Background: an optimization exercise with open tools, aiming at small area. Do not read the settings as production practice. In this exercise RTL edits were held to simulation tests only and were not proved equivalent to the original.

==> flow/design.v (outline; a module is shown in full before it is edited, if it fits) <==
// module FIR: 6048 lines
// module fa_c: 4 lines
// module maj_c: 3 lines
// module ha_c: 4 lines
// module ha1_c: 4 lines
module FIR (input wire clk, input wire rst, input wire data_i_en, input wire [24:0] data_i,
  output wire data_o_en, output wire [24:0] data_o);
  // ...
==> flow/run.sh <==
#!/bin/bash
# synth_recipe.tcl (not shown) runs the flow's synth.tcl, then flattens the netlist and writes it again
# the make line also repeats each setting of config.mk as NAME=value (left out here)
make -C /OpenROAD-flow-scripts/flow DESIGN_CONFIG=/design/flow/config.mk WORK_HOME=/design/flow/orfs CLKGATE_MAP_FILE= SYNTH_SCRIPT=/design/flow/synth_recipe.tcl finish
==> flow/config.mk <==
export PLATFORM = sky130hd
export DESIGN_NAME = FIR
export DESIGN_NICKNAME = FIR
export VERILOG_FILES = /design/flow/design.v
export SDC_FILE = /design/flow/constraint.sdc
export NUM_CORES = 4
export LEC_CHECK = 0
export CAP_MARGIN = 20
export CORE_MARGIN = 2
export CORE_UTILIZATION = 65
export CTS_BUF_LIST = sky130_fd_sc_hd__clkbuf_8 sky130_fd_sc_hd__clkbuf_16
export CTS_CLUSTER_DIAMETER = 80
export CTS_CLUSTER_SIZE = 20
export GPL_TIMING_DRIVEN = 0
export SLEW_MARGIN = 20
export SYNTH_HIERARCHICAL = 1
export SYNTH_MINIMUM_KEEP_SIZE = 0
==> flow/constraint.sdc <==
create_clock -name core_clock -period 8.0 [get_ports {clk}]
set_input_delay 1.6000 -clock core_clock [delete_from_list [all_inputs] [get_ports {clk}]]
set_output_delay 1.6000 -clock core_clock [all_outputs]
set_load 0.01 [all_outputs]
==> results.cfg, run 1 <==
[layout]
nets = 5217
multi_input_area_share_pct = 44.1
final_cell_mix = fa_1, edfxtp_1, inv_1
antenna_cells = 2
syn_to_final_growth_pct = 7.29
design_area_mm2 = 0.0732
inv_count = 381

[outcome]
outcome = complete, no violations

[grt]
track_usage_pct = 29.7
use_met1_pct = 44.4
met2_usage_pct = 43.6

[yosys]
yosysMostFrequentCell = fa_1
synth_top_family_by_area = adder cells
synth_ff_type = edfxtp_1
synth_xor_xnor_area_share_pct = 0.680
synth_simple_gate_area_share_pct = 0.350

[detailed_routing]
postRouteAntennaNets = 0
met3WireLength_um = 14500
wl_per_cell_um = 29.9
top_layer_used = met4

[sta]
finalCritPeriodShare_pct = 97.8

[floorplan]
coreArea_mm2 = 0.104
die_w_um = 328

[placed_design]
dpl_cell_area_mm2 = 0.0710
io_buffers = 53
dp_hpwl_um = 117000

[critical_path]
criticalPathCategory = reg2reg
cpPeakStageDelay_ns = 1.34
slowest_stage = fa_1
endpoint_kind = flop

[clock_tree]
clk_pin_slew_ns = 0.09

[min_path]
hold_path.class = reg2reg
==> run 2: changes to the inputs <==
--- a/flow/design.v
+++ b/flow/design.v
@@ -1753,26 +1753,36 @@
 wire w634, w635;
 fa_c u635 (.a(d3[16]), .b(w633), .c(w632), .s(w634), .co(w635));
 wire w636 = ~d3[23];
 wire w637, w638;
 fa_c u638 (.a(d3[17]), .b(w636), .c(w635), .s(w637), .co(w638));
 wire w639 = ~d3[24];
 wire w640, w641;
 fa_c u641 (.a(d3[18]), .b(w639), .c(w638), .s(w640), .co(w641));
-wire w642, w643;
-ha1_c u643 (.a(d3[19]), .b(w641), .s(w642), .co(w643));
-wire w644, w645;
-ha1_c u645 (.a(d3[20]), .b(w643), .s(w644), .co(w645));
-wire w646, w647;
-ha1_c u647 (.a(d3[21]), .b(w645), .s(w646), .co(w647));
-wire w648, w649;
-ha1_c u649 (.a(d3[22]), .b(w647), .s(w648), .co(w649));
-wire w650, w651;
-ha1_c u651 (.a(d3[23]), .b(w649), .s(w650), .co(w651));
+wire w642;
+xnor_c u642 (.a(d3[19]), .b(w641), .s(w642));
+wire w643;
+or_c u643 (.a(d3[19]), .b(w641), .co(w643));
+wire w644;
+xnor_c u644 (.a(d3[20]), .b(w643), .s(w644));
+wire w645;
+or_c u645 (.a(d3[20]), .b(w643), .co(w645));
+wire w646;
+xnor_c u646 (.a(d3[21]), .b(w645), .s(w646));
+wire w647;
+or_c u647 (.a(d3[21]), .b(w645), .co(w647));
+wire w648;
+xnor_c u648 (.a(d3[22]), .b(w647), .s(w648));
+wire w649;
+or_c u649 (.a(d3[22]), .b(w647), .co(w649));
+wire w650;
+xnor_c u650 (.a(d3[23]), .b(w649), .s(w650));
+wire w651;
+or_c u651 (.a(d3[23]), .b(w649), .co(w651));
 wire w652 = ~(d3[24] ^ w651);
 wire w653, w654;
 ha_c u654 (.a(w569), .b(w577), .s(w653), .co(w654));
 wire w655, w656;
 fa_c u656 (.a(w571), .b(w580), .c(w654), .s(w655), .co(w656));
 wire w657, w658;
 fa_c u658 (.a(w574), .b(w583), .c(w656), .s(w657), .co(w658));
 wire w659, w660;
@@ -1917,24 +1927,32 @@
 wire w791, w792;
 fa_c u792 (.a(r_dl3o12b19_77), .b(w790), .c(w789), .s(w791), .co(w792));
 wire w793 = ~w713;
 wire w794, w795;
 fa_c u795 (.a(r_dl3o11b20_75), .b(w793), .c(w792), .s(w794), .co(w795));
 wire w796 = ~w714;
 wire w797, w798;
 fa_c u798 (.a(r_dl3o10b21_34), .b(w796), .c(w795), .s(w797), .co(w798));
-wire w799, w800;
-ha1_c u800 (.a(r_dl3o9b22_32), .b(w798), .s(w799), .co(w800));
-wire w801, w802;
-ha1_c u802 (.a(r_dl3o8b23_29), .b(w800), .s(w801), .co(w802));
-wire w803, w804;
-ha1_c u804 (.a(r_dl3o8b24_30), .b(w802), .s(w803), .co(w804));
-wire w805, w806;
-ha1_c u806 (.a(r_dl3o6b25_25), .b(w804), .s(w805), .co(w806));
+wire w799;
+xnor_c u799 (.a(r_dl3o9b22_32), .b(w798), .s(w799));
+wire w800;
+or_c u800 (.a(r_dl3o9b22_32), .b(w798), .co(w800));
+wire w801;
+xnor_c u801 (.a(r_dl3o8b23_29), .b(w800), .s(w801));
+wire w802;
+or_c u802 (.a(r_dl3o8b23_29), .b(w800), .co(w802));
+wire w803;
+xnor_c u803 (.a(r_dl3o8b24_30), .b(w802), .s(w803));
+wire w804;
+or_c u804 (.a(r_dl3o8b24_30), .b(w802), .co(w804));
+wire w805;
+xnor_c u805 (.a(r_dl3o6b25_25), .b(w804), .s(w805));
+wire w806;
+or_c u806 (.a(r_dl3o6b25_25), .b(w804), .co(w806));
 wire w807 = ~(r_dl3o5b26_9 ^ w806);
 wire w808 = r_dl25o10b0_100 & w667;
 wire w809;
 maj_c u809 (.a(r_dl25o6b1_97), .b(w669), .c(w808), .co(w809));
 wire w810;
 maj_c u810 (.a(r_dl9o5b2_49), .b(w671), .c(w809), .co(w810));
 wire w811;
 maj_c u811 (.a(r_dl9o4b3_46), .b(w673), .c(w810), .co(w811));
@@ -2057,20 +2075,24 @@
 wire w922, w923;
 fa_c u923 (.a(d4[19]), .b(w921), .c(w920), .s(w922), .co(w923));
 wire w924 = ~d4[23];
 wire w925, w926;
 fa_c u926 (.a(d4[20]), .b(w924), .c(w923), .s(w925), .co(w926));
 wire w927 = ~d4[24];
 wire w928, w929;
 fa_c u929 (.a(d4[21]), .b(w927), .c(w926), .s(w928), .co(w929));
-wire w930, w931;
-ha1_c u931 (.a(d4[22]), .b(w929), .s(w930), .co(w931));
-wire w932, w933;
-ha1_c u933 (.a(d4[23]), .b(w931), .s(w932), .co(w933));
+wire w930;
+xnor_c u930 (.a(d4[22]), .b(w929), .s(w930));
+wire w931;
+or_c u931 (.a(d4[22]), .b(w929), .co(w931));
+wire w932;
+xnor_c u932 (.a(d4[23]), .b(w931), .s(w932));
+wire w933;
+or_c u933 (.a(d4[23]), .b(w931), .co(w933));
 wire w934 = ~(d4[24] ^ w933);
 wire w935 = w570 & w568;
 wire w936 = w573 & w935;
 wire w937 = ~w101;
 wire w938 = w937 & w936;
 wire w939 = ~w103;
 wire w940 = w939 & w938;
 wire w941 = ~r_dl105o2b5_15;
@@ -2144,26 +2166,36 @@
 wire w1001, w1002;
 fa_c u1002 (.a(w913), .b(w1000), .c(r_c7063o2k29_115), .s(w1001), .co(w1002));
 wire w1003 = ~r_dl105o2b30_20;
 wire w1004, w1005;
 fa_c u1005 (.a(w916), .b(w1003), .c(w1002), .s(w1004), .co(w1005));
 wire w1006 = ~w203;
 wire w1007, w1008;
 fa_c u1008 (.a(w919), .b(w1006), .c(w1005), .s(w1007), .co(w1008));
-wire w1009, w1010;
-ha1_c u1010 (.a(w922), .b(w1008), .s(w1009), .co(w1010));
-wire w1011, w1012;
-ha1_c u1012 (.a(w925), .b(w1010), .s(w1011), .co(w1012));
-wire w1013, w1014;
-ha1_c u1014 (.a(w928), .b(w1012), .s(w1013), .co(w1014));
-wire w1015, w1016;
-ha1_c u1016 (.a(w930), .b(w1014), .s(w1015), .co(w1016));
-wire w1017, w1018;
-ha1_c u1018 (.a(w932), .b(w1016), .s(w1017), .co(w1018));
+wire w1009;
+xnor_c u1009 (.a(w922), .b(w1008), .s(w1009));
+wire w1010;
+or_c u1010 (.a(w922), .b(w1008), .co(w1010));
+wire w1011;
+xnor_c u1011 (.a(w925), .b(w1010), .s(w1011));
+wire w1012;
+or_c u1012 (.a(w925), .b(w1010), .co(w1012));
+wire w1013;
+xnor_c u1013 (.a(w928), .b(w1012), .s(w1013));
+wire w1014;
+or_c u1014 (.a(w928), .b(w1012), .co(w1014));
+wire w1015;
+xnor_c u1015 (.a(w930), .b(w1014), .s(w1015));
+wire w1016;
+or_c u1016 (.a(w930), .b(w1014), .co(w1016));
+wire w1017;
+xnor_c u1017 (.a(w932), .b(w1016), .s(w1017));
+wire w1018;
+or_c u1018 (.a(w932), .b(w1016), .co(w1018));
 wire w1019 = ~(w934 ^ w1018);
 wire w1020, w1021;
 ha_c u1021 (.a(r_dl63o7b0_125), .b(d2[9]), .s(w1020), .co(w1021));
 wire w1022, w1023;
 fa_c u1023 (.a(r_dl63o6b1_122), .b(d2[10]), .c(w1021), .s(w1022), .co(w1023));
 wire w1024, w1025;
 fa_c u1025 (.a(r_dl63o5b2_119), .b(d2[11]), .c(w1023), .s(w1024), .co(w1025));
 wire w1026, w1027;
@@ -2306,22 +2338,28 @@
 wire w1149, w1150;
 fa_c u1150 (.a(w1068), .b(w1148), .c(w1147), .s(w1149), .co(w1150));
 wire w1151 = ~r_dl63o2b29_87;
 wire w1152, w1153;
 fa_c u1153 (.a(w1070), .b(w1151), .c(w1150), .s(w1152), .co(w1153));
 wire w1154 = ~r_dl63o1b30_84;
 wire w1155, w1156;
 fa_c u1156 (.a(w1072), .b(w1154), .c(w1153), .s(w1155), .co(w1156));
-wire w1157, w1158;
-ha1_c u1158 (.a(w1074), .b(w1156), .s(w1157), .co(w1158));
-wire w1159, w1160;
-ha1_c u1160 (.a(w1076), .b(w1158), .s(w1159), .co(w1160));
-wire w1161, w1162;
-ha1_c u1162 (.a(w1078), .b(w1160), .s(w1161), .co(w1162));
+wire w1157;
+xnor_c u1157 (.a(w1074), .b(w1156), .s(w1157));
+wire w1158;
+or_c u1158 (.a(w1074), .b(w1156), .co(w1158));
+wire w1159;
+xnor_c u1159 (.a(w1076), .b(w1158), .s(w1159));
+wire w1160;
+or_c u1160 (.a(w1076), .b(w1158), .co(w1160));
+wire w1161;
+xnor_c u1161 (.a(w1078), .b(w1160), .s(w1161));
+wire w1162;
+or_c u1162 (.a(w1078), .b(w1160), .co(w1162));
 wire w1163 = ~(w1080 ^ w1162);
 wire w1164 = d1[4] | w568;
 wire w1165;
 maj_c u1165 (.a(d1[5]), .b(w570), .c(w1164), .co(w1165));
 wire w1166;
 maj_c u1166 (.a(d1[6]), .b(w573), .c(w1165), .co(w1166));
 wire w1167 = ~r_dl9o4b3_46;
 wire w1168;
@@ -2396,28 +2434,40 @@
 wire w1224, w1225;
 fa_c u1225 (.a(w1062), .b(w1223), .c(w1222), .s(w1224), .co(w1225));
 wire w1226 = ~r_dl9o4b27_48;
 wire w1227, w1228;
 fa_c u1228 (.a(w1064), .b(w1226), .c(r_c32113o0k31_139), .s(w1227), .co(w1228));
 wire w1229 = ~r_dl9o3b28_45;
 wire w1230, w1231;
 fa_c u1231 (.a(w1066), .b(w1229), .c(w1228), .s(w1230), .co(w1231));
-wire w1232, w1233;
-ha1_c u1233 (.a(w1068), .b(w1231), .s(w1232), .co(w1233));
-wire w1234, w1235;
-ha1_c u1235 (.a(w1070), .b(w1233), .s(w1234), .co(w1235));
-wire w1236, w1237;
-ha1_c u1237 (.a(w1072), .b(w1235), .s(w1236), .co(w1237));
-wire w1238, w1239;
-ha1_c u1239 (.a(w1074), .b(w1237), .s(w1238), .co(w1239));
-wire w1240, w1241;
-ha1_c u1241 (.a(w1076), .b(w1239), .s(w1240), .co(w1241));
-wire w1242, w1243;
-ha1_c u1243 (.a(w1078), .b(w1241), .s(w1242), .co(w1243));
+wire w1232;
+xnor_c u1232 (.a(w1068), .b(w1231), .s(w1232));
+wire w1233;
+or_c u1233 (.a(w1068), .b(w1231), .co(w1233));
+wire w1234;
+xnor_c u1234 (.a(w1070), .b(w1233), .s(w1234));
+wire w1235;
+or_c u1235 (.a(w1070), .b(w1233), .co(w1235));
+wire w1236;
+xnor_c u1236 (.a(w1072), .b(w1235), .s(w1236));
+wire w1237;
+or_c u1237 (.a(w1072), .b(w1235), .co(w1237));
+wire w1238;
+xnor_c u1238 (.a(w1074), .b(w1237), .s(w1238));
+wire w1239;
+or_c u1239 (.a(w1074), .b(w1237), .co(w1239));
+wire w1240;
+xnor_c u1240 (.a(w1076), .b(w1239), .s(w1240));
+wire w1241;
+or_c u1241 (.a(w1076), .b(w1239), .co(w1241));
+wire w1242;
+xnor_c u1242 (.a(w1078), .b(w1241), .s(w1242));
+wire w1243;
+or_c u1243 (.a(w1078), .b(w1241), .co(w1243));
 wire w1244 = ~(w1080 ^ w1243);
 wire w1245, w1246;
 ha_c u1246 (.a(d1[0]), .b(w103), .s(w1245), .co(w1246));
 wire w1247, w1248;
 fa_c u1248 (.a(w51), .b(w105), .c(w1246), .s(w1247), .co(w1248));
 wire w1249, w1250;
 fa_c u1250 (.a(w53), .b(w107), .c(w1248), .s(w1249), .co(w1250));
 wire w1251, w1252;
@@ -3029,34 +3079,52 @@
 wire w1793, w1794;
 fa_c u1794 (.a(w1702), .b(w1792), .c(w1791), .s(w1793), .co(w1794));
 wire w1795 = ~w650;
 wire w1796, w1797;
 fa_c u1797 (.a(w1704), .b(w1795), .c(w1794), .s(w1796), .co(w1797));
 wire w1798 = ~w652;
 wire w1799, w1800;
 fa_c u1800 (.a(w1706), .b(w1798), .c(w1797), .s(w1799), .co(w1800));
-wire w1801, w1802;
-ha1_c u1802 (.a(w1708), .b(r_c40897o0k31_168), .s(w1801), .co(w1802));
-wire w1803, w1804;
-ha1_c u1804 (.a(w1710), .b(w1802), .s(w1803), .co(w1804));
-wire w1805, w1806;
-ha1_c u1806 (.a(w1712), .b(w1804), .s(w1805), .co(w1806));
-wire w1807, w1808;
-ha1_c u1808 (.a(w1714), .b(w1806), .s(w1807), .co(w1808));
-wire w1809, w1810;
-ha1_c u1810 (.a(w1716), .b(w1808), .s(w1809), .co(w1810));
-wire w1811, w1812;
-ha1_c u1812 (.a(w1718), .b(w1810), .s(w1811), .co(w1812));
-wire w1813, w1814;
-ha1_c u1814 (.a(w1720), .b(w1812), .s(w1813), .co(w1814));
-wire w1815, w1816;
-ha1_c u1816 (.a(w1722), .b(w1814), .s(w1815), .co(w1816));
-wire w1817, w1818;
-ha1_c u1818 (.a(w1724), .b(w1816), .s(w1817), .co(w1818));
+wire w1801;
+xnor_c u1801 (.a(w1708), .b(r_c40897o0k31_168), .s(w1801));
+wire w1802;
+or_c u1802 (.a(w1708), .b(r_c40897o0k31_168), .co(w1802));
+wire w1803;
+xnor_c u1803 (.a(w1710), .b(w1802), .s(w1803));
+wire w1804;
+or_c u1804 (.a(w1710), .b(w1802), .co(w1804));
+wire w1805;
+xnor_c u1805 (.a(w1712), .b(w1804), .s(w1805));
+wire w1806;
+or_c u1806 (.a(w1712), .b(w1804), .co(w1806));
+wire w1807;
+xnor_c u1807 (.a(w1714), .b(w1806), .s(w1807));
+wire w1808;
+or_c u1808 (.a(w1714), .b(w1806), .co(w1808));
+wire w1809;
+xnor_c u1809 (.a(w1716), .b(w1808), .s(w1809));
+wire w1810;
+or_c u1810 (.a(w1716), .b(w1808), .co(w1810));
+wire w1811;
+xnor_c u1811 (.a(w1718), .b(w1810), .s(w1811));
+wire w1812;
+or_c u1812 (.a(w1718), .b(w1810), .co(w1812));
+wire w1813;
+xnor_c u1813 (.a(w1720), .b(w1812), .s(w1813));
+wire w1814;
+or_c u1814 (.a(w1720), .b(w1812), .co(w1814));
+wire w1815;
+xnor_c u1815 (.a(w1722), .b(w1814), .s(w1815));
+wire w1816;
+or_c u1816 (.a(w1722), .b(w1814), .co(w1816));
+wire w1817;
+xnor_c u1817 (.a(w1724), .b(w1816), .s(w1817));
+wire w1818;
+or_c u1818 (.a(w1724), .b(w1816), .co(w1818));
 wire w1819 = ~(w1725 ^ w1818);
 wire w1820 = w1749 | w857;
 wire w1821;
 maj_c u1821 (.a(w1751), .b(w859), .c(w1820), .co(w1821));
 wire w1822;
 maj_c u1822 (.a(w1753), .b(w862), .c(w1821), .co(w1822));
 wire w1823;
 maj_c u1823 (.a(w1755), .b(w865), .c(w1822), .co(w1823));
@@ -3098,26 +3166,36 @@
 wire w1853, w1854;
 fa_c u1854 (.a(w1801), .b(w918), .c(r_c39873o0k31_170), .s(w1853), .co(w1854));
 wire w1855, w1856;
 fa_c u1856 (.a(w1803), .b(w921), .c(w1854), .s(w1855), .co(w1856));
 wire w1857, w1858;
 fa_c u1858 (.a(w1805), .b(w924), .c(w1856), .s(w1857), .co(w1858));
 wire w1859, w1860;
 fa_c u1860 (.a(w1807), .b(w927), .c(w1858), .s(w1859), .co(w1860));
-wire w1861, w1862;
-ha1_c u1862 (.a(w1809), .b(w1860), .s(w1861), .co(w1862));
-wire w1863, w1864;
-ha1_c u1864 (.a(w1811), .b(w1862), .s(w1863), .co(w1864));
-wire w1865, w1866;
-ha1_c u1866 (.a(w1813), .b(w1864), .s(w1865), .co(w1866));
-wire w1867, w1868;
-ha1_c u1868 (.a(w1815), .b(w1866), .s(w1867), .co(w1868));
-wire w1869, w1870;
-ha1_c u1870 (.a(w1817), .b(w1868), .s(w1869), .co(w1870));
+wire w1861;
+xnor_c u1861 (.a(w1809), .b(w1860), .s(w1861));
+wire w1862;
+or_c u1862 (.a(w1809), .b(w1860), .co(w1862));
+wire w1863;
+xnor_c u1863 (.a(w1811), .b(w1862), .s(w1863));
+wire w1864;
+or_c u1864 (.a(w1811), .b(w1862), .co(w1864));
+wire w1865;
+xnor_c u1865 (.a(w1813), .b(w1864), .s(w1865));
+wire w1866;
+or_c u1866 (.a(w1813), .b(w1864), .co(w1866));
+wire w1867;
+xnor_c u1867 (.a(w1815), .b(w1866), .s(w1867));
+wire w1868;
+or_c u1868 (.a(w1815), .b(w1866), .co(w1868));
+wire w1869;
+xnor_c u1869 (.a(w1817), .b(w1868), .s(w1869));
+wire w1870;
+or_c u1870 (.a(w1817), .b(w1868), .co(w1870));
 wire w1871 = ~(w1819 ^ w1870);
 wire w1872 = d1[0] & d1[2];
 wire w1873;
 maj_c u1873 (.a(d1[1]), .b(d1[3]), .c(w1872), .co(w1873));
 wire w1874;
 maj_c u1874 (.a(d1[2]), .b(d1[4]), .c(w1873), .co(w1874));
 wire w1875;
 maj_c u1875 (.a(d1[3]), .b(d1[5]), .c(w1874), .co(w1875));
@@ -3331,30 +3409,44 @@
 wire w2050, w2051;
 fa_c u2051 (.a(w1964), .b(w2049), .c(w2048), .s(w2050), .co(w2051));
 wire w2052 = ~w1624;
 wire w2053, w2054;
 fa_c u2054 (.a(w1966), .b(w2052), .c(r_c40803o0k31_184), .s(w2053), .co(w2054));
 wire w2055 = ~w1625;
 wire w2056, w2057;
 fa_c u2057 (.a(w1968), .b(w2055), .c(w2054), .s(w2056), .co(w2057));
-wire w2058, w2059;
-ha1_c u2059 (.a(w1970), .b(w2057), .s(w2058), .co(w2059));
-wire w2060, w2061;
-ha1_c u2061 (.a(w1972), .b(w2059), .s(w2060), .co(w2061));
-wire w2062, w2063;
-ha1_c u2063 (.a(w1974), .b(w2061), .s(w2062), .co(w2063));
-wire w2064, w2065;
-ha1_c u2065 (.a(w1976), .b(w2063), .s(w2064), .co(w2065));
-wire w2066, w2067;
-ha1_c u2067 (.a(w1978), .b(w2065), .s(w2066), .co(w2067));
-wire w2068, w2069;
-ha1_c u2069 (.a(w1980), .b(w2067), .s(w2068), .co(w2069));
-wire w2070, w2071;
-ha1_c u2071 (.a(w1982), .b(w2069), .s(w2070), .co(w2071));
+wire w2058;
+xnor_c u2058 (.a(w1970), .b(w2057), .s(w2058));
+wire w2059;
+or_c u2059 (.a(w1970), .b(w2057), .co(w2059));
+wire w2060;
+xnor_c u2060 (.a(w1972), .b(w2059), .s(w2060));
+wire w2061;
+or_c u2061 (.a(w1972), .b(w2059), .co(w2061));
+wire w2062;
+xnor_c u2062 (.a(w1974), .b(w2061), .s(w2062));
+wire w2063;
+or_c u2063 (.a(w1974), .b(w2061), .co(w2063));
+wire w2064;
+xnor_c u2064 (.a(w1976), .b(w2063), .s(w2064));
+wire w2065;
+or_c u2065 (.a(w1976), .b(w2063), .co(w2065));
+wire w2066;
+xnor_c u2066 (.a(w1978), .b(w2065), .s(w2066));
+wire w2067;
+or_c u2067 (.a(w1978), .b(w2065), .co(w2067));
+wire w2068;
+xnor_c u2068 (.a(w1980), .b(w2067), .s(w2068));
+wire w2069;
+or_c u2069 (.a(w1980), .b(w2067), .co(w2069));
+wire w2070;
+xnor_c u2070 (.a(w1982), .b(w2069), .s(w2070));
+wire w2071;
+or_c u2071 (.a(w1982), .b(w2069), .co(w2071));
 wire w2072 = ~(w1984 ^ w2071);
 wire w2073 = d1[0] & w1732;
 wire w2074;
 maj_c u2074 (.a(w51), .b(w1735), .c(w2073), .co(w2074));
 wire w2075;
 maj_c u2075 (.a(w53), .b(w1738), .c(w2074), .co(w2075));
 wire w2076;
 maj_c u2076 (.a(w55), .b(w1741), .c(w2075), .co(w2076));
@@ -6052,12 +6144,14 @@
 endmodule
 module maj_c (input wire a, input wire b, input wire c, output wire co);
 assign co = (a & b) | (c & (a | b));
 endmodule
 module ha_c (input wire a, input wire b, output wire s, output wire co);
 assign s = a ^ b;
 assign co = a & b;
 endmodule
-module ha1_c (input wire a, input wire b, output wire s, output wire co);
+module xnor_c (input wire a, input wire b, output wire s);
 assign s = ~(a ^ b);
+endmodule
+module or_c (input wire a, input wire b, output wire co);
 assign co = a | b;
 endmodule
==> flow/config.mk (replaced) <==
export PLATFORM = sky130hd
export DESIGN_NAME = FIR
export DESIGN_NICKNAME = FIR
export VERILOG_FILES = /design/flow/design.v
export SDC_FILE = /design/flow/constraint.sdc
export NUM_CORES = 4
export LEC_CHECK = 0
export CAP_MARGIN = 20
export CORE_MARGIN = 2
export CORE_UTILIZATION = 65
export CTS_BUF_LIST = sky130_fd_sc_hd__clkbuf_8 sky130_fd_sc_hd__clkbuf_16
export CTS_CLUSTER_DIAMETER = 90
export CTS_CLUSTER_SIZE = 24
export GPL_TIMING_DRIVEN = 0
export SLEW_MARGIN = 20
export SYNTH_HIERARCHICAL = 1
export SYNTH_MINIMUM_KEEP_SIZE = 0
==> run 2 against run 1 <==
Net effect:
- still clean on timing, DRC and antenna
- maximum frequency down 0.51%
- clock skew up 0.021 ns
- die area decreased by 0.83%
- non-clock buffer count grew 9
- setup slack worse by 0.040 ns
- cell area fell by 1.4%
- wire length down 0.74%
- area after synthesis decreased by 0.84%
- synthesized cell count fell by 4.0%
- critical path type unchanged
==> results.cfg, run 2 <==
[outcome]
outcome = complete, no violations

[placed_design]
io_buffers = 53
dpl_cell_area_mm2 = 0.0703
place.gp.congestion = 0.961
dp_hpwl_um = 117000
post-place-cells = 4761

[clock_tree]
clockBufferDepth = 3
htreeDepth = 2
cts.sink_count = 1146
clk_pin_slew_ns = 0.10
cts_buffers = 57
cts_root_buf = clkbuf_16
clk_latency_ns = 0.72
cts_tree = yes
postCtsHoldBufs = 0

[floorplan]
die_w_um = 327
coreArea_mm2 = 0.103
die_area_mm2 = 0.107
rows = 118
die_height_um = 327
ioPinCount = 54
start_util_pct = 65.5

[layout]
antenna_cells = 0
fin_util_pct = 69.9
syn_to_final_growth_pct = 6.67
final_common_cell = fa_1
final_cell_mix = fa_1, edfxtp_1, ha_1
nets = 5028
top_regs = d1: 25 flops, d2: 25 flops, d3: 20 flops
design_area_mm2 = 0.0722
stdcell_count = 4857
drive_above_1_share_pct = 10.5

[min_path]
holdCritStartpoint = d1[15]
min_to = d2[15]
timing.hold.worst_path_depth = 0
hold_path.class = reg2reg

[critical_path]
crit_arrival_ns = 8.33
endpoint_kind = flop
r2r-start = d2[4]
rrSetupSlack_ns = 0.14
r2r_end = r_c19561o0k20_37
crit_required_ns = 8.46
crit_fanout = 8
criticalPathCategory = reg2reg
r2r_cells = 16
start_kind = flop

[detailed_routing]
routed_wl_um = 149000
first_pass_iters = 5
vias = 29900
drc = 0
drtIter0Drc = 3307
wl_per_cell_um = 30.6
vias_per_cell = 6.15
postRouteAntennaNets = 0

[yosys]
synth_nets = 4873
synth_ff_type = edfxtp_1
ys_seq_area_share_pct = 50.8
yosysMostFrequentCell = fa_1
avgSynthCellArea_um2 = 20.5
synth_cell_types = 35
synthTopCellsByCount = fa_1, edfxtp_1, ha_1, maj3_2, inv_1
synth_seq_cells = 1146
yosys_warnings = 7
synth_area_leaders = edfxtp_1, fa_1, ha_1
synth.largest_area_cell = edfxtp_1
synth_top_cell_area_share_pct = 50.6
syn_area_mm2 = 0.0677
ys_async_sr_fraction_pct = 0
synth_edf_count = 1140
synthCells = 3309

[grt]
grt-ovfl-total = 0
grt_pass1_vias = 34100
antenna_found_initial = 1
track_usage_pct = 29.6
grt_start_max_net_pins = 161
grt_pass1_wl_um = 224000

[flow_run]
max_cap_viol_count = 0

[sta]
finalSetupTns_ns = 0
rsz0062_at_grt = false
worstMarginPinSlew_ns = 1.14
fmax_mhz = 127
relSlewSlack_pct = 23.8
holdWs_ns = 0.417
min_period_ns = 7.86
finalCritPeriodShare_pct = 98.3
final_max_slew_viol_count = 0
finalHoldViolCount = 0
final.setup_skew_ns = 0.0555
finalSetupViolCount = 0
-- run 2: cell count changes after synthesis --
| cell | previous run | this run |
|---|---|---|
| xnor2_1 | 8 | 54 |
| inv_1 | 381 | 197 |
| ha_1 | 338 | 292 |
| or2_1 | 0 | 46 |
-- run 2: area by class of cell --
class / count / area (um2)
fill: 6477 / 31200
buffer: 26 / 193
multi-input combinational: 1940 / 32400
inverter: 197 / 739
timing repair buffer: 96 / 1110
clock buffer: 58 / 1450
clock inverter: 14 / 195
sequential: 1146 / 34400
tap: 1380 / 1730
-- run 2: cell families after synthesis --
logic type | count (synthesis) | share of synthesized area, %
AOI/OAI and AO/OA | 9 | 0.0998
xor gates and xnor gates | 99 | 1.28
and+or+nand+nor | 85 | 0.778
adders and majority gates | 1747 | 45.7
buffers and inverters | 223 | 1.38
DFF | 1146 | 50.8
-- run 2: worst max-delay path by stage --
stage	from	endpoint	slack (ns)	cells after the start
6_report	d2[4]	r_c19561o0k20_37	0.14	16
5_1_grt	d2[7]	r_c40803o0k20_183	0.005	18
3_5_place_dp	d3[14]	r_s20b10_491	-0.72	15
4_1_cts	d2[7]	r_c40921o0k20_186	0.003	18
2_1_floorplan	d2[7]	r_c40921o0k20_186	0.55	17
3_3_place_gp	data_i_en	r_o1b22_1069	-32.43	1
-- run 2: modules after synthesis (local to each module, per instance) --
module,cell area (um2),flops+latches,cells,copies in the design
maj_c,11.3,0,1,211
ha_c,12.5,0,1,291
fa_c,20.0,0,1,1244
or_c,6.26,0,1,46
xnor_c,8.76,0,1,46
FIR,36100,1146,1471,1
-- run 2: metrics by stage --
step / setup slack [ns]
floorplan: 0.548
global placement: -32.43
detailed placement: -0.723
CTS: 0.00348
global route: 0.00517
finish: 0.139
-- run 2: metal layers --
layer / part of all wire, % / up-vias / track usage (%)
met3: 8.9 / 179 / 6.64
met2: 46 / 1174 / 43.5
met5: 0 / - / 0
li1: - / 11800 / -
met1: 43 / 16700 / 46.7
met4: 2.2 / 0 / 6.43
-- run 2: worst max-delay path, stage by stage (launching register included) --
cell and delay [ns]:
edfxtp_1 0.61, buf_6 0.26, fa_2 0.40, fa_2 0.35, fa_1 0.74, fa_1 0.55
fa_1 0.42, fa_1 0.43, fa_1 0.41, fa_1 0.41, fa_1 0.43, fa_1 0.45
fa_1 0.40, fa_1 0.45, fa_1 0.43, fa_1 0.54, maj3_2 0.39
-- run 2: timing repair --
action / 4_1_cts / 5_1_grt
pin swaps: 0 / 2
setup endpoints to repair: 40 / 11
buffers inserted: 6 / 15
cloned: 0 / 0
resized for setup: 6 / 6
==> run 3: changes to the inputs <==
--- a/flow/config.mk
+++ b/flow/config.mk
@@ -11,7 +11,6 @@
 export CTS_BUF_LIST = sky130_fd_sc_hd__clkbuf_8 sky130_fd_sc_hd__clkbuf_16
 export CTS_CLUSTER_DIAMETER = 90
 export CTS_CLUSTER_SIZE = 24
-export GPL_TIMING_DRIVEN = 0
 export SLEW_MARGIN = 20
 export SYNTH_HIERARCHICAL = 1
 export SYNTH_MINIMUM_KEEP_SIZE = 0
==> run 3 against run 2 <==
Net effect:
- synthesized cell count did not move
- register-to-register slack improved by 0.18 ns
- largest cell class unchanged
- clock skew shrank 0.012 ns
- first-iteration DRC count is 8.0% higher
- non-clock buffer count is 12 higher
- flip-flop and latch count unchanged
- critical path depth up 1
- setup slack better by 0.18 ns
==> results.cfg, run 3 <==
[outcome]
outcome = complete, no violations

[yosys]
synthCells = 3309
synth_area_leaders = edfxtp_1, fa_1, ha_1
ys_seq_area_share_pct = 50.8
avgSynthCellArea_um2 = 20.5
synth_nets = 4873
synth_cell_types = 35
yosysMostFrequentCell = fa_1
synthTopCellsByCount = fa_1, edfxtp_1, ha_1, maj3_2, inv_1
syn_area_mm2 = 0.0677
synth_top_cell_area_share_pct = 50.6
synth_edf_count = 1140
synth.largest_area_cell = edfxtp_1
yosys_warnings = 7
synth_seq_cells = 1146
synth_ff_type = edfxtp_1
ys_async_sr_fraction_pct = 0

[critical_path]
cpMostUsedCell = fa_1
r2r_end = r_c40921o0k20_186
slowest_stage = fa_1
path_delay_family = adder cells
crit_arrival_ns = 8.14
r2r_cells = 17
rrSetupSlack_ns = 0.32
criticalPathCategory = reg2reg
cpPeakStageDelay_ns = 0.75
crit_chain = inv_1, fa_1, fa_1, fa_1, fa_1, fa_1, fa_1, fa_1, inv_1, fa_1, fa_1, fa_1, fa_1, fa_1, fa_1, fa_1, maj3_2
crit_fanout = 7
crit_required_ns = 8.47
crit_buf_inv = 2
endpoint_kind = flop
start_kind = flop
r2r-start = d2[7]

[detailed_routing]
drtIter0Drc = 3570
drc = 0
routed_wl_um = 156000
vias = 30300
wl_per_cell_um = 32.0
first_pass_iters = 5
postRouteAntennaNets = 0
vias_per_cell = 6.23

[sta]
worst_slack_ns = 0.322
finalSetupViolCount = 0
holdWs_ns = 0.425
fmax_mhz = 130
finalSetupTns_ns = 0
finalHoldViolCount = 0
min_period_ns = 7.68
relSlewSlack_pct = 15.6
worstMarginPinSlew_ns = 1.26
final.setup_skew_ns = 0.0434
final_max_slew_viol_count = 0
finalCritPeriodShare_pct = 96.0
rsz0062_at_grt = false

[floorplan]
start_util_pct = 65.5
die_height_um = 327
coreArea_mm2 = 0.103
die_w_um = 327
rows = 118
ioPinCount = 54
die_area_mm2 = 0.107

[layout]
antenna_cells = 0
design_area_mm2 = 0.0721
fin_util_pct = 69.7
drive_above_1_share_pct = 10.5
final_common_cell = fa_1
nets = 5040
top_regs = d1: 25 flops, d2: 25 flops, d3: 20 flops
syn_to_final_growth_pct = 6.49
final_cell_mix = fa_1, edfxtp_1, ha_1
stdcell_count = 4869

[min_path]
holdCritStartpoint = d1[14]
min_to = d2[14]
hold_path.class = reg2reg
timing.hold.worst_path_depth = 0

[clock_tree]
clk_pin_slew_ns = 0.10
ctsResizeCount = 0
htreeDepth = 2
cts_tree = yes
postCtsHoldBufs = 0
postCtsSetupRepairBufs = 0
cts.sink_count = 1146
clockBufferDepth = 3
cts_root_buf = clkbuf_16
cts_buffers = 57
clk_latency_ns = 0.72

[placed_design]
place_ws_ns = 0.362
dpl_cell_area_mm2 = 0.0704
dp_hpwl_um = 123000
place.gp.congestion = 0.939
post-place-cells = 4795
io_buffers = 53

[grt]
grt-ovfl-total = 0
track_usage_pct = 30.9
antenna_found_initial = 5
grt_pass1_vias = 34200
grt_pass1_wl_um = 232000
grt_start_max_net_pins = 204

[flow_run]
max_cap_viol_count = 0
[run 3: layer usage]
layer  track usage (%)  wire length (um)  vias to the layer above
li1                  -                 -                    11800
met1              49.1             66600                    17000
met2              45.5             71700                     1358
met3              6.93             14100                      174
met4              6.28              3160                        2
met5                 0                13                        -
[run 3: cells by family (layout without fill, tap and decap cells)]
| logic type | count (synthesis) | after routing | share of synthesized area (%) |
|---|---|---|---|
| adders and majority gates | 1747 | 1747 | 45.7 |
| DFF | 1146 | 1146 | 50.8 |
| buffers and inverters | 223 | 403 | 1.38 |
| xor gates and xnor gates | 99 | 99 | 1.28 |
| and+or+nand+nor | 85 | 85 | 0.778 |
| AOI/OAI and AO/OA | 9 | 9 | 0.0998 |
[run 3: worst reg2reg max path: stages (launching register included)]
cell and delay (ns):
edfxtp_1 0.55, inv_1 0.14, fa_1 0.45, fa_1 0.40, fa_1 0.41, fa_1 0.44
fa_1 0.43, fa_1 0.43, fa_1 0.75, inv_1 0.15, fa_1 0.45, fa_1 0.42
fa_1 0.41, fa_1 0.41, fa_1 0.40, fa_1 0.41, fa_1 0.49, maj3_2 0.32
[run 3: how the worst max path moves through the flow]
stage	startpoint	endpoint	slack, ns	cells after the start
floorplan	d2[7]	r_c40921o0k20_186	0.55	17
global placement	d3[20]	r_s10b10_747	0.44	15
detailed placement	d3[20]	r_s10b10_747	0.36	15
CTS	d3[20]	r_s32b10_209	0.28	15
global route	d2[7]	r_c40921o0k20_186	0.10	17
finish	d2[7]	r_c40921o0k20_186	0.32	17
[run 3: area by class of cell]
type	instances	area [um2]
Clock inverter	15	184
Fill cell	6434	31300
Inverter	197	739
Multi-Input combinational cell	1940	32400
Timing Repair Buffer	134	1250
Tap cell	1380	1730
Sequential cell	1146	34400
Clock buffer	57	1430
[run 3: modules after synthesis, one instance, submodules excluded]
module / area [um2] / cells
maj_c: 11.3 / 1
or_c: 6.26 / 1
xnor_c: 8.76 / 1
ha_c: 12.5 / 1
fa_c: 20.0 / 1
FIR: 36100 / 1471

## port drivers added, routing unchanged
The flow's constraints put no driver on any port. The routed layouts listed below were extracted and timed again, unchanged, in two steps.
Step 1 (the two cells are an assumption about what drives the block):
set clk [get_ports {clk}]
set_driving_cell -lib_cell sky130_fd_sc_hd__clkbuf_16 $clk
set_driving_cell -lib_cell sky130_fd_sc_hd__buf_2 [delete_from_list [all_inputs] $clk]
Step 2 also shifts input and output timing later by t, the mid clock arrival at the registers, as if the neighbouring blocks saw the same clock.
Three values: ideal, step 1, step 2; two values: the first two.
run	shift t [ns]	slack for setup (ns)	hold slack, ns	slew at the worst register clock pin (ns)	worst data-port slew with drivers (ns)
run 1	0.732	0.179 / 0.179 / 0.179	0.421 / 0.421 / 0.421	0.09 / 0.09	0.09
run 2	0.764	0.139 / 0.139 / 0.139	0.417 / 0.417 / 0.417	0.10 / 0.10	0.08
run 3	0.779	0.322 / 0.322 / 0.322	0.425 / 0.425 / 0.425	0.11 / 0.11	0.05
After both steps setup and hold are still met in every run listed.
